Background: an optimization exercise with open tools, aiming at small area. Do not read the settings as production practice.
Function was checked by simulation only, so behaviour that the tests miss may differ from the original.
The clock port is modelled as an ideal driver; clocking choices that lean on that would not hold on a real chip.

==> run B <==
==> flow/design.v <==
module SPI (
    input  wire       clk,
    input  wire       rst,
    input  wire       MOSI,
    input  wire       SCK,
    input  wire       CS,
    output reg        MISO,
    output reg        DATR,
    input  wire       datr_clr,
    input  wire [7:0] tx_load_data,
    input  wire       tx_load_ctrl,
    output reg  [7:0] rx_read_data,
    output wire       cs_fall
);
reg r1_mosi, r2_mosi;
reg r1_sck, r2_sck, r3_sck;
reg r1_cs, r2_cs, r3_cs;
reg sck_posedge;
reg [6:0] rx_REG;
reg [7:0] tx_REG;
reg [2:0] tx_COUNTER;
assign cs_fall = r3_cs & ~r2_cs;
wire sck_rise = ~r3_sck & r2_sck & ~r3_cs;
wire sck_fall = r3_sck & ~r2_sck & ~r3_cs;
always @(posedge clk) begin
    r1_mosi <= MOSI;
    r2_mosi <= r1_mosi;
end
always @(posedge clk) begin
    if (rst) begin
        r1_sck <= 1'b0; r2_sck <= 1'b0; r3_sck <= 1'b0;
        r1_cs  <= 1'b0; r2_cs  <= 1'b0; r3_cs  <= 1'b0;
    end else begin
        r1_sck <= SCK; r2_sck <= r1_sck; r3_sck <= r2_sck;
        r1_cs  <= CS;  r2_cs  <= r1_cs;  r3_cs  <= r2_cs;
    end
end
always @(posedge clk) begin
    if (rst)
        rx_REG <= 7'd0;
    else if (sck_rise)
        rx_REG <= {rx_REG[5:0], r2_mosi};
end
always @(posedge clk) begin
    if (sck_rise && tx_COUNTER == 3'b111)
        rx_read_data <= {rx_REG, r2_mosi};
end
always @(posedge clk) begin
    if (rst)
        tx_REG <= 8'd0;
    else if (tx_load_ctrl)
        tx_REG <= tx_load_data;
    else if (cs_fall)
        tx_REG <= 8'hFF;
end
always @(posedge clk) begin
    if (rst) begin
        tx_COUNTER <= 3'd0;
        MISO       <= 1'b0;
        DATR       <= 1'b0;
    end else begin
        if (cs_fall) begin
            tx_COUNTER <= 3'b110;
            MISO       <= 1'b1;
            DATR       <= 1'b0;
        end else if (sck_rise) begin
            if (tx_COUNTER == 3'b111)
                DATR <= 1'b1;
        end else if (sck_fall && sck_posedge) begin
            tx_COUNTER <= tx_COUNTER - 1'b1;
            MISO       <= tx_REG[tx_COUNTER];
        end
        if (datr_clr)
            DATR <= 1'b0;
    end
end
always @(posedge clk) begin
    if (cs_fall)
        sck_posedge <= 1'b0;
    else if (sck_rise)
        sck_posedge <= 1'b1;
    else if (sck_fall)
        sck_posedge <= 1'b0;
end
endmodule
module main (
    input  wire       mclk,
    input  wire       rst,
    input  wire       MOSI,
    input  wire       SCK,
    input  wire       CS,
    output wire       MISO,
    output wire [7:0] SEG,
    output wire [7:0] DEG
);
localparam STATE_IDLE   = 2'b00;
localparam STATE_READ   = 2'b01;
localparam STATE_WAIT   = 2'b10;
localparam STATE_FINISH = 2'b11;
reg [7:0] S117_CNTR;
reg [7:0] S117_DIGEN;
reg [7:0] S117_BADJ;
reg [7:0] S117_SEG0;
reg [7:0] S117_SEG1;
reg [7:0] S117_SEG2;
reg [7:0] S117_SEG3;
reg [7:0] S117_BLNK0;
reg [7:0] S117_BLNK1;
reg [7:0] S117_DP;
reg [7:0] S117_DUMMY;
wire pwrdn = S117_CNTR[7];
wire test  = S117_CNTR[6];
wire clkmd = S117_CNTR[5];
wire pol   = S117_CNTR[4];
wire       datr_w;
wire [7:0] rx_data_w;
wire       cs_fall;
reg  [7:0] tx_data_w;
reg       datr_clr_r;
reg       tx_load_r;
reg       wrd_r;
reg [1:0] state;
reg [3:0] reg_addr;
reg       cmd_write;
SPI s117_spi (
    .clk(mclk),
    .rst(rst),
    .MOSI(MOSI),
    .SCK(SCK),
    .CS(CS),
    .MISO(MISO),
    .DATR(datr_w),
    .datr_clr(datr_clr_r),
    .tx_load_data(tx_data_w),
    .tx_load_ctrl(tx_load_r),
    .rx_read_data(rx_data_w),
    .cs_fall(cs_fall)
);
always @(posedge mclk) begin
    if (rst) begin
        state      <= STATE_IDLE;
        datr_clr_r <= 1'b0;
        wrd_r      <= 1'b0;
        tx_load_r  <= 1'b0;
    end else if (cs_fall) begin
        state <= STATE_IDLE;
    end else begin
        case (state)
        STATE_IDLE: begin
            if (datr_w) begin
                datr_clr_r <= 1'b1;
                state      <= STATE_READ;
            end else begin
                datr_clr_r <= 1'b0;
                wrd_r      <= 1'b0;
                tx_load_r  <= 1'b0;
            end
        end
        STATE_READ: begin
            wrd_r      <= 1'b0;
            datr_clr_r <= 1'b0;
            tx_load_r  <= 1'b1;
            state      <= STATE_WAIT;
        end
        STATE_WAIT: begin
            tx_load_r <= 1'b0;
            if (datr_w) begin
                datr_clr_r <= 1'b1;
                if (cmd_write)
                    wrd_r <= 1'b1;
                state <= STATE_FINISH;
            end
        end
        STATE_FINISH: begin
            wrd_r      <= 1'b0;
            datr_clr_r <= 1'b0;
            tx_load_r  <= 1'b0;
            state      <= STATE_IDLE;
        end
        endcase
    end
end
always @(posedge mclk) begin
    if (!cs_fall && state == STATE_IDLE && datr_w) begin
        reg_addr  <= rx_data_w[3:0];
        cmd_write <= rx_data_w[7:4] == 4'b1000;
    end
end
wire [7:0] wdata = rx_data_w & {8{~rst}};
wire       we    = wrd_r | rst;
wire       is_dummy = reg_addr == 4'd0 || reg_addr > 4'd10;
always @(posedge mclk) begin
    if (we && (rst || reg_addr == 4'd1))  S117_CNTR  <= wdata;
    if (we && (rst || reg_addr == 4'd2))  S117_DIGEN <= wdata;
    if (we && (rst || reg_addr == 4'd3))  S117_BADJ  <= wdata;
    if (we && (rst || reg_addr == 4'd4))  S117_SEG0  <= wdata;
    if (we && (rst || reg_addr == 4'd5))  S117_SEG1  <= wdata;
    if (we && (rst || reg_addr == 4'd6))  S117_SEG2  <= wdata;
    if (we && (rst || reg_addr == 4'd7))  S117_SEG3  <= wdata;
    if (we && (rst || reg_addr == 4'd8))  S117_BLNK0 <= wdata;
    if (we && (rst || reg_addr == 4'd9))  S117_BLNK1 <= wdata;
    if (we && (rst || reg_addr == 4'd10)) S117_DP    <= wdata;
    if (we && (rst || is_dummy))          S117_DUMMY <= wdata;
end
always @(*) begin
    case (reg_addr)
    4'd1:    tx_data_w = S117_CNTR;
    4'd2:    tx_data_w = S117_DIGEN;
    4'd3:    tx_data_w = S117_BADJ;
    4'd4:    tx_data_w = S117_SEG0;
    4'd5:    tx_data_w = S117_SEG1;
    4'd6:    tx_data_w = S117_SEG2;
    4'd7:    tx_data_w = S117_SEG3;
    4'd8:    tx_data_w = S117_BLNK0;
    4'd9:    tx_data_w = S117_BLNK1;
    4'd10:   tx_data_w = S117_DP;
    default: tx_data_w = S117_DUMMY;
    endcase
end
localparam [14:0] TMUX_START = 15'b010011011010111;   
reg [14:0] tmux_lfsr;
reg        tmux_half;
wire tmux_hit    = tmux_lfsr[14:1] == 14'b10011011010111;
wire tmux_end    = tmux_hit & ~tmux_lfsr[0];
wire tmux_posedge = tmux_hit & tmux_lfsr[0] & tmux_half;
wire tmux_load   = rst | pwrdn | tmux_end;
always @(posedge mclk) begin
    if (tmux_load)
        tmux_lfsr <= TMUX_START;
    else
        tmux_lfsr <= {tmux_lfsr[13:0], tmux_lfsr[14] ^ tmux_lfsr[13]};
    if (rst | pwrdn)
        tmux_half <= 1'b0;
    else if (tmux_end)
        tmux_half <= ~tmux_half;
end
wire step = tmux_posedge & ~pwrdn;
function lt8;
    input [7:0] a;
    input [7:0] b;
    integer i;
    begin
        lt8 = 1'b0;
        for (i = 0; i < 8; i = i + 1)
            lt8 = (~a[i] & b[i]) | (~(a[i] ^ b[i]) & lt8);
    end
endfunction
reg [7:0] pwm_counter;
reg       pwm_out;
always @(posedge mclk) begin
    if (rst | pwrdn) begin
        pwm_counter <= 8'd0;
        pwm_out     <= 1'b0;
    end else begin
        pwm_counter <= pwm_counter + 1'b1;
        if (pwm_counter == 8'hFF)
            pwm_out <= S117_BADJ != 8'd0;
        else
            pwm_out <= lt8(pwm_counter, S117_BADJ);
    end
end
reg [2:0] digit_counter;
reg [3:0] seg_r;
reg [7:0] dig_driver_r;
wire [31:0] seg_all = {S117_SEG3, S117_SEG2, S117_SEG1, S117_SEG0};
always @(posedge mclk) begin
    if (rst) begin
        dig_driver_r  <= 8'd0;
        digit_counter <= 3'd0;
        seg_r         <= 4'd0;
    end else if (pwrdn) begin
        dig_driver_r <= 8'd0;
    end else if (step) begin
        digit_counter <= digit_counter + 1'b1;
        if (S117_DIGEN[digit_counter]) begin
            dig_driver_r <= pol ? ~(8'd1 << digit_counter) : (8'd1 << digit_counter);
            seg_r        <= seg_all[digit_counter*4 +: 4];
        end else begin
            seg_r        <= 4'd0;
            dig_driver_r <= 8'd0;
        end
    end
end
reg [3:0] interval_counter;
reg [7:0] blink_counter;
reg       blink_out;
wire interval_end = interval_counter[3] & interval_counter[1];   
wire lt0 = lt8(blink_counter, S117_BLNK0);
wire lt1 = lt8(blink_counter, S117_BLNK1);
wire lo_zero = S117_BLNK0 == 8'd0 || S117_BLNK1 == 8'd0;
always @(posedge mclk) begin
    if (rst) begin
        interval_counter <= 4'd0;
        blink_counter    <= 8'd0;
        blink_out        <= 1'b0;
    end else if (pwrdn) begin
        interval_counter <= 4'd0;
        blink_counter    <= 8'd0;
    end else if (tmux_posedge) begin
        if (interval_end) begin
            interval_counter <= 4'd0;
            if (!lo_zero && !lt0 && !lt1)
                blink_counter <= 8'd0;
            else
                blink_counter <= blink_counter + 1'b1;
            if (lo_zero)
                blink_out <= 1'b1;
            else if (lt0 && lt1)
                blink_out <= 1'b0;
            else if (lt0 || lt1)
                blink_out <= 1'b1;
        end else begin
            interval_counter <= interval_counter + 1'b1;
        end
    end
end
wire [6:0] pattern =
    seg_r == 4'd0 ? 7'b0111111 :
    seg_r == 4'd1 ? 7'b0000110 :
    seg_r == 4'd2 ? 7'b1011011 :
    seg_r == 4'd3 ? 7'b1001111 :
    seg_r == 4'd4 ? 7'b1100110 :
    seg_r == 4'd5 ? 7'b1101101 :
    seg_r == 4'd6 ? 7'b1111101 :
    seg_r == 4'd7 ? 7'b0000111 :
    seg_r == 4'd8 ? 7'b1111111 :
    seg_r == 4'd9 ? 7'b1101111 : 7'b0000000;
wire dp_bit = S117_DP[digit_counter - 1'b1];
wire gate   = (clkmd ? blink_out : 1'b1) & pwm_out;
reg [7:0] seg_driver_r;
always @(posedge mclk) begin
    if (rst | pwrdn)
        seg_driver_r <= 8'd0;
    else if (test)
        seg_driver_r <= {8{~pol}};
    else
        seg_driver_r <= {8{gate}} & {pol | dp_bit, pattern ^ {7{pol}}};
end
assign SEG = seg_driver_r;
assign DEG = dig_driver_r;
endmodule
==> flow/run.sh <==
#!/bin/bash
# synth_recipe.tcl (not shown) runs the flow's synth.tcl, then flattens the netlist and writes it again
# the make line also repeats each setting of config.mk as NAME=value (left out here)
make -C /OpenROAD-flow-scripts/flow DESIGN_CONFIG=/design/flow/config.mk WORK_HOME=/design/flow/orfs CLKGATE_MAP_FILE= SYNTH_SCRIPT=/design/flow/synth_recipe.tcl finish
==> flow/config.mk <==
export PLATFORM = sky130hd
export DESIGN_NAME = main
export DESIGN_NICKNAME = main
export VERILOG_FILES = /design/flow/design.v
export SDC_FILE = /design/flow/constraint.sdc
export NUM_CORES = 4
export LEC_CHECK = 0
export CAP_MARGIN = 20
export CORE_MARGIN = 2
export CORE_UTILIZATION = 40
export SLEW_MARGIN = 20
==> flow/constraint.sdc <==
create_clock -name core_clock -period 10.0 [get_ports {mclk}]
set_input_delay 2.0000 -clock core_clock [delete_from_list [all_inputs] [get_ports {mclk}]]
set_output_delay 2.0000 -clock core_clock [all_outputs]
set_load 0.01 [all_outputs]
==> run K (differences from run B) <==
--- a/flow/design.v
+++ b/flow/design.v
@@ -9,14 +9,14 @@
     input  wire       datr_clr,
     input  wire [7:0] tx_load_data,
     input  wire       tx_load_ctrl,
-    output reg  [7:0] rx_read_data,
+    output wire [7:0] rx_read_data,
     output wire       cs_fall
 );
 reg r1_mosi, r2_mosi;
 reg r1_sck, r2_sck, r3_sck;
 reg r1_cs, r2_cs, r3_cs;
 reg sck_posedge;
-reg [6:0] rx_REG;
+reg [7:0] rx_REG;
 reg [7:0] tx_REG;
 reg [2:0] tx_COUNTER;
 assign cs_fall = r3_cs & ~r2_cs;
@@ -37,14 +37,11 @@
 end
 always @(posedge clk) begin
     if (rst)
-        rx_REG <= 7'd0;
+        rx_REG <= 8'd0;
     else if (sck_rise)
-        rx_REG <= {rx_REG[5:0], r2_mosi};
-end
-always @(posedge clk) begin
-    if (sck_rise && tx_COUNTER == 3'b111)
-        rx_read_data <= {rx_REG, r2_mosi};
+        rx_REG <= {rx_REG[6:0], r2_mosi};
 end
+assign rx_read_data = rx_REG;
 always @(posedge clk) begin
     if (rst)
         tx_REG <= 8'd0;
@@ -261,26 +258,31 @@
 end
 reg [2:0] digit_counter;
 reg [3:0] seg_r;
-reg [7:0] dig_driver_r;
+reg       deg_on_hi;
+reg       deg_on_lo;
 wire [31:0] seg_all = {S117_SEG3, S117_SEG2, S117_SEG1, S117_SEG0};
 always @(posedge mclk) begin
     if (rst) begin
-        dig_driver_r  <= 8'd0;
+        deg_on_hi     <= 1'b0;
+        deg_on_lo     <= 1'b0;
         digit_counter <= 3'd0;
         seg_r         <= 4'd0;
     end else if (pwrdn) begin
-        dig_driver_r <= 8'd0;
+        deg_on_hi <= 1'b0;
+        deg_on_lo <= 1'b0;
     end else if (step) begin
         digit_counter <= digit_counter + 1'b1;
-        if (S117_DIGEN[digit_counter]) begin
-            dig_driver_r <= pol ? ~(8'd1 << digit_counter) : (8'd1 << digit_counter);
-            seg_r        <= seg_all[digit_counter*4 +: 4];
-        end else begin
-            seg_r        <= 4'd0;
-            dig_driver_r <= 8'd0;
-        end
+        deg_on_hi     <= S117_DIGEN[digit_counter] & ~pol;
+        deg_on_lo     <= S117_DIGEN[digit_counter] & pol;
+        if (S117_DIGEN[digit_counter])
+            seg_r <= seg_all[digit_counter*4 +: 4];
+        else
+            seg_r <= 4'd0;
     end
 end
+wire [2:0] shown_digit = digit_counter - 1'b1;
+wire [7:0] dig_sel = 8'd1 << shown_digit;
+wire [7:0] dig_driver_w = (dig_sel & {8{deg_on_hi}}) | (~dig_sel & {8{deg_on_lo}});
 reg [3:0] interval_counter;
 reg [7:0] blink_counter;
 reg       blink_out;
@@ -337,5 +339,5 @@
         seg_driver_r <= {8{gate}} & {pol | dp_bit, pattern ^ {7{pol}}};
 end
 assign SEG = seg_driver_r;
-assign DEG = dig_driver_r;
+assign DEG = dig_driver_w;
 endmodule
==> flow/flow/run.sh (new file) <==
#!/bin/bash
set -euo pipefail
W=$(pwd)
F="$W/flow"

make -C "$FLOW_HOME" DESIGN_CONFIG="$W/config.mk" WORK_HOME="$W/orfs" \
    CLKGATE_MAP_FILE= SYNTH_SCRIPT="$F/own_synth.tcl" synth > "$W/own_synth.log" 2>&1

export CTS_ARGS="-sink_clustering_enable -repair_clock_nets -dont_use_dummy_load -buf_list {sky130_fd_sc_hd__clkbuf_4 sky130_fd_sc_hd__clkbuf_8} -sink_clustering_size 25"
export BUFFER_PORTS_ARGS="-buffer_cell sky130_fd_sc_hd__buf_1"
bash "$W/standard.sh" finish > "$W/own_layout.log" 2>&1
==> flow/flow/area.abc (new file) <==
&get -n
&st
&dc2
&dc2
&dch -f
&nf -a -R 100 -E 1000
&put
topo
==> flow/flow/own_synth.tcl (new file) <==
# Standard synthesis (synth_recipe.tcl) with one change: the combinational
# logic is mapped by ABC with an area-oriented script, and full/half adders
# are left to ABC instead of being extracted first. Registers are mapped by
# the same steps as in the standard synthesis, so they keep its names and cells.
proc synth {args} { yosys synth -nofsm -noshare {*}$args }
set ::env(ADDER_MAP_FILE) ""
set own_abc_script [file join [file dirname [file normalize [info script]]] area.abc]
proc abc {args} {
    global own_abc_script
    set out {}
    set skip 0
    foreach a $args {
        if {$skip} { set skip 0; continue }
        if {$a eq "-script"} { set skip 1; continue }
        lappend out $a
    }
    yosys abc -script $own_abc_script {*}$out
}
source $::env(SCRIPTS_DIR)/synth.tcl
# left out here: clear keep_hierarchy, flatten, clean up, hide names made inside functions, write 1_2_yosys.v
==> flow/standard.sh (new file) <==
#!/bin/bash
# synth_recipe.tcl (not shown) runs the flow's synth.tcl, then flattens the netlist and writes it again
# the make line also repeats each setting of config.mk as NAME=value (left out here)
make -C /OpenROAD-flow-scripts/flow DESIGN_CONFIG=/design/flow/config.mk WORK_HOME=/design/flow/orfs CLKGATE_MAP_FILE= SYNTH_SCRIPT=/design/flow/synth_recipe.tcl "${@:-finish}"
removed: flow/run.sh
==> run M (differences from run B) <==
--- a/flow/design.v
+++ b/flow/design.v
@@ -9,14 +9,14 @@
     input  wire       datr_clr,
     input  wire [7:0] tx_load_data,
     input  wire       tx_load_ctrl,
-    output reg  [7:0] rx_read_data,
+    output wire [7:0] rx_read_data,
     output wire       cs_fall
 );
 reg r1_mosi, r2_mosi;
 reg r1_sck, r2_sck, r3_sck;
 reg r1_cs, r2_cs, r3_cs;
 reg sck_posedge;
-reg [6:0] rx_REG;
+reg [7:0] rx_REG;
 reg [7:0] tx_REG;
 reg [2:0] tx_COUNTER;
 assign cs_fall = r3_cs & ~r2_cs;
@@ -37,14 +37,11 @@
 end
 always @(posedge clk) begin
     if (rst)
-        rx_REG <= 7'd0;
+        rx_REG <= 8'd0;
     else if (sck_rise)
-        rx_REG <= {rx_REG[5:0], r2_mosi};
-end
-always @(posedge clk) begin
-    if (sck_rise && tx_COUNTER == 3'b111)
-        rx_read_data <= {rx_REG, r2_mosi};
+        rx_REG <= {rx_REG[6:0], r2_mosi};
 end
+assign rx_read_data = rx_REG;
 always @(posedge clk) begin
     if (rst)
         tx_REG <= 8'd0;
@@ -261,26 +258,31 @@
 end
 reg [2:0] digit_counter;
 reg [3:0] seg_r;
-reg [7:0] dig_driver_r;
+reg       deg_on_hi;
+reg       deg_on_lo;
 wire [31:0] seg_all = {S117_SEG3, S117_SEG2, S117_SEG1, S117_SEG0};
 always @(posedge mclk) begin
     if (rst) begin
-        dig_driver_r  <= 8'd0;
+        deg_on_hi     <= 1'b0;
+        deg_on_lo     <= 1'b0;
         digit_counter <= 3'd0;
         seg_r         <= 4'd0;
     end else if (pwrdn) begin
-        dig_driver_r <= 8'd0;
+        deg_on_hi <= 1'b0;
+        deg_on_lo <= 1'b0;
     end else if (step) begin
         digit_counter <= digit_counter + 1'b1;
-        if (S117_DIGEN[digit_counter]) begin
-            dig_driver_r <= pol ? ~(8'd1 << digit_counter) : (8'd1 << digit_counter);
-            seg_r        <= seg_all[digit_counter*4 +: 4];
-        end else begin
-            seg_r        <= 4'd0;
-            dig_driver_r <= 8'd0;
-        end
+        deg_on_hi     <= S117_DIGEN[digit_counter] & ~pol;
+        deg_on_lo     <= S117_DIGEN[digit_counter] & pol;
+        if (S117_DIGEN[digit_counter])
+            seg_r <= seg_all[digit_counter*4 +: 4];
+        else
+            seg_r <= 4'd0;
     end
 end
+wire [2:0] shown_digit = digit_counter - 1'b1;
+wire [7:0] dig_sel = 8'd1 << shown_digit;
+wire [7:0] dig_driver_w = (dig_sel & {8{deg_on_hi}}) | (~dig_sel & {8{deg_on_lo}});
 reg [3:0] interval_counter;
 reg [7:0] blink_counter;
 reg       blink_out;
@@ -337,5 +339,5 @@
         seg_driver_r <= {8{gate}} & {pol | dp_bit, pattern ^ {7{pol}}};
 end
 assign SEG = seg_driver_r;
-assign DEG = dig_driver_r;
+assign DEG = dig_driver_w;
 endmodule
==> flow/flow/run.sh (new file) <==
#!/bin/bash
set -euo pipefail
W=$(pwd)
F="$W/flow"

make -C "$FLOW_HOME" DESIGN_CONFIG="$W/config.mk" WORK_HOME="$W/orfs" \
    CLKGATE_MAP_FILE= SYNTH_SCRIPT="$F/own_synth.tcl" synth > "$W/own_synth.log" 2>&1

export CTS_ARGS="-sink_clustering_enable -repair_clock_nets -dont_use_dummy_load -root_buf sky130_fd_sc_hd__clkbuf_16 -buf_list {sky130_fd_sc_hd__clkbuf_4}"
export POST_CTS_TCL="$F/post_cts.tcl"
export BUFFER_PORTS_ARGS="-buffer_cell sky130_fd_sc_hd__buf_1"
bash "$W/standard.sh" finish > "$W/own_layout.log" 2>&1
==> flow/flow/area.abc (new file) <==
&get -n
&st
&dc2
&dc2
&dch -f
&nf -a -R 100 -E 1000
&put
topo
==> flow/flow/own_synth.tcl (new file) <==
# Standard synthesis (synth_recipe.tcl) with one change: the combinational
# logic is mapped by ABC with an area-oriented script, and full/half adders
# are left to ABC instead of being extracted first. Registers are mapped by
# the same steps as in the standard synthesis, so they keep its names and cells.
proc synth {args} { yosys synth -nofsm -noshare {*}$args }
set ::env(ADDER_MAP_FILE) ""
set own_abc_script [file join [file dirname [file normalize [info script]]] area.abc]
proc abc {args} {
    global own_abc_script
    set out {}
    set skip 0
    foreach a $args {
        if {$skip} { set skip 0; continue }
        if {$a eq "-script"} { set skip 1; continue }
        lappend out $a
    }
    yosys abc -script $own_abc_script {*}$out
}
source $::env(SCRIPTS_DIR)/synth.tcl
# left out here: clear keep_hierarchy, flatten, clean up, hide names made inside functions, write 1_2_yosys.v
==> flow/flow/post_cts.tcl (new file) <==
# After clock tree synthesis (small leaf buffers, large root): upsize any
# leaf clock buffer whose flip-flop clock pins see more than 110 ps of slew,
# then legalize the placement again.
set clk_target 0.110
set clk_next [dict create sky130_fd_sc_hd__clkbuf_1 sky130_fd_sc_hd__clkbuf_2 \
  sky130_fd_sc_hd__clkbuf_2 sky130_fd_sc_hd__clkbuf_4 \
  sky130_fd_sc_hd__clkbuf_4 sky130_fd_sc_hd__clkbuf_8 \
  sky130_fd_sc_hd__clkbuf_8 sky130_fd_sc_hd__clkbuf_16]
estimate_parasitics -placement
set clk_changed 0
foreach b [get_cells clkbuf_*] {
  while 1 {
    set net [get_nets -of_objects [get_pins -of_objects $b -filter "direction == output"]]
    set mx 0
    foreach p [get_pins -of_objects $net -filter "direction == input"] {
      set s [get_property $p slew_max]
      if {$s > $mx} { set mx $s }
    }
    set m [get_property $b ref_name]
    if {$mx <= $clk_target || ![dict exists $clk_next $m]} { break }
    replace_cell $b [dict get $clk_next $m]
    estimate_parasitics -placement
    incr clk_changed
    puts "post_cts: [get_full_name $b] $m -> [get_property $b ref_name] (slew $mx)"
  }
}
if {$clk_changed > 0} {
  detailed_placement
  check_placement -verbose
  estimate_parasitics -placement
}
==> flow/standard.sh (new file) <==
#!/bin/bash
# synth_recipe.tcl (not shown) runs the flow's synth.tcl, then flattens the netlist and writes it again
# the make line also repeats each setting of config.mk as NAME=value (left out here)
make -C /OpenROAD-flow-scripts/flow DESIGN_CONFIG=/design/flow/config.mk WORK_HOME=/design/flow/orfs CLKGATE_MAP_FILE= SYNTH_SCRIPT=/design/flow/synth_recipe.tcl "${@:-finish}"
--- a/flow/config.mk
+++ b/flow/config.mk
@@ -7,5 +7,5 @@
 export LEC_CHECK = 0
 export CAP_MARGIN = 20
 export CORE_MARGIN = 2
-export CORE_UTILIZATION = 40
+export CORE_UTILIZATION = 80
 export SLEW_MARGIN = 20
removed: flow/run.sh
==> run notes <==
Between run K and run M, the lower core utilization is in run K (gap 44 points).
Sequential share of layout area: run M > run K > run B.
Routed wire length, highest first: run B, run M, run K.
Sequential cell count is the same in run K and run M.
Of run M and run K, run M has the higher hold slack (gap 5.9 ps).
In run B the die area is larger than in run K, by about 24%.
Against run K, the setup slack of run B is higher by 680 ps.

[afterwards: timing with drivers on the ports]
The flow's constraints put no driver on any port. The routed layouts listed below were extracted and timed again, unchanged, in two steps. Step 1 assumes that a clkbuf_16 drives the clock port and a buf_2 every other input. Step 2 moves the port delays by t, midway between the first and last clock arrival at a register: inputs arrive t later, outputs are due t later. That takes back most of the time a late clock gives input paths. Three values: ideal, step 1, step 2; two values: the first two.
run | t (ns) | setup slack, ns | worst setup path at the end | latest minus earliest clock arrival (ns) | worst register clock-pin slew, ns
run B | 0.475 | 6.447 / 6.469 / 5.994 | input to register | 0.016 / 0.016 | 0.08 / 0.08
run K | 0.495 | 5.767 / 5.726 / 5.920 | input to register | 0.044 / 0.044 | 0.11 / 0.11
run M | 0.420 | 5.988 / 5.946 / 5.667 | input to register | 0.033 / 0.033 | 0.11 / 0.11
After both steps every run listed still meets setup and hold. The setup slack of run B, which loses most, moves by +0.022 ns with the drivers and by -0.453 ns with both steps.
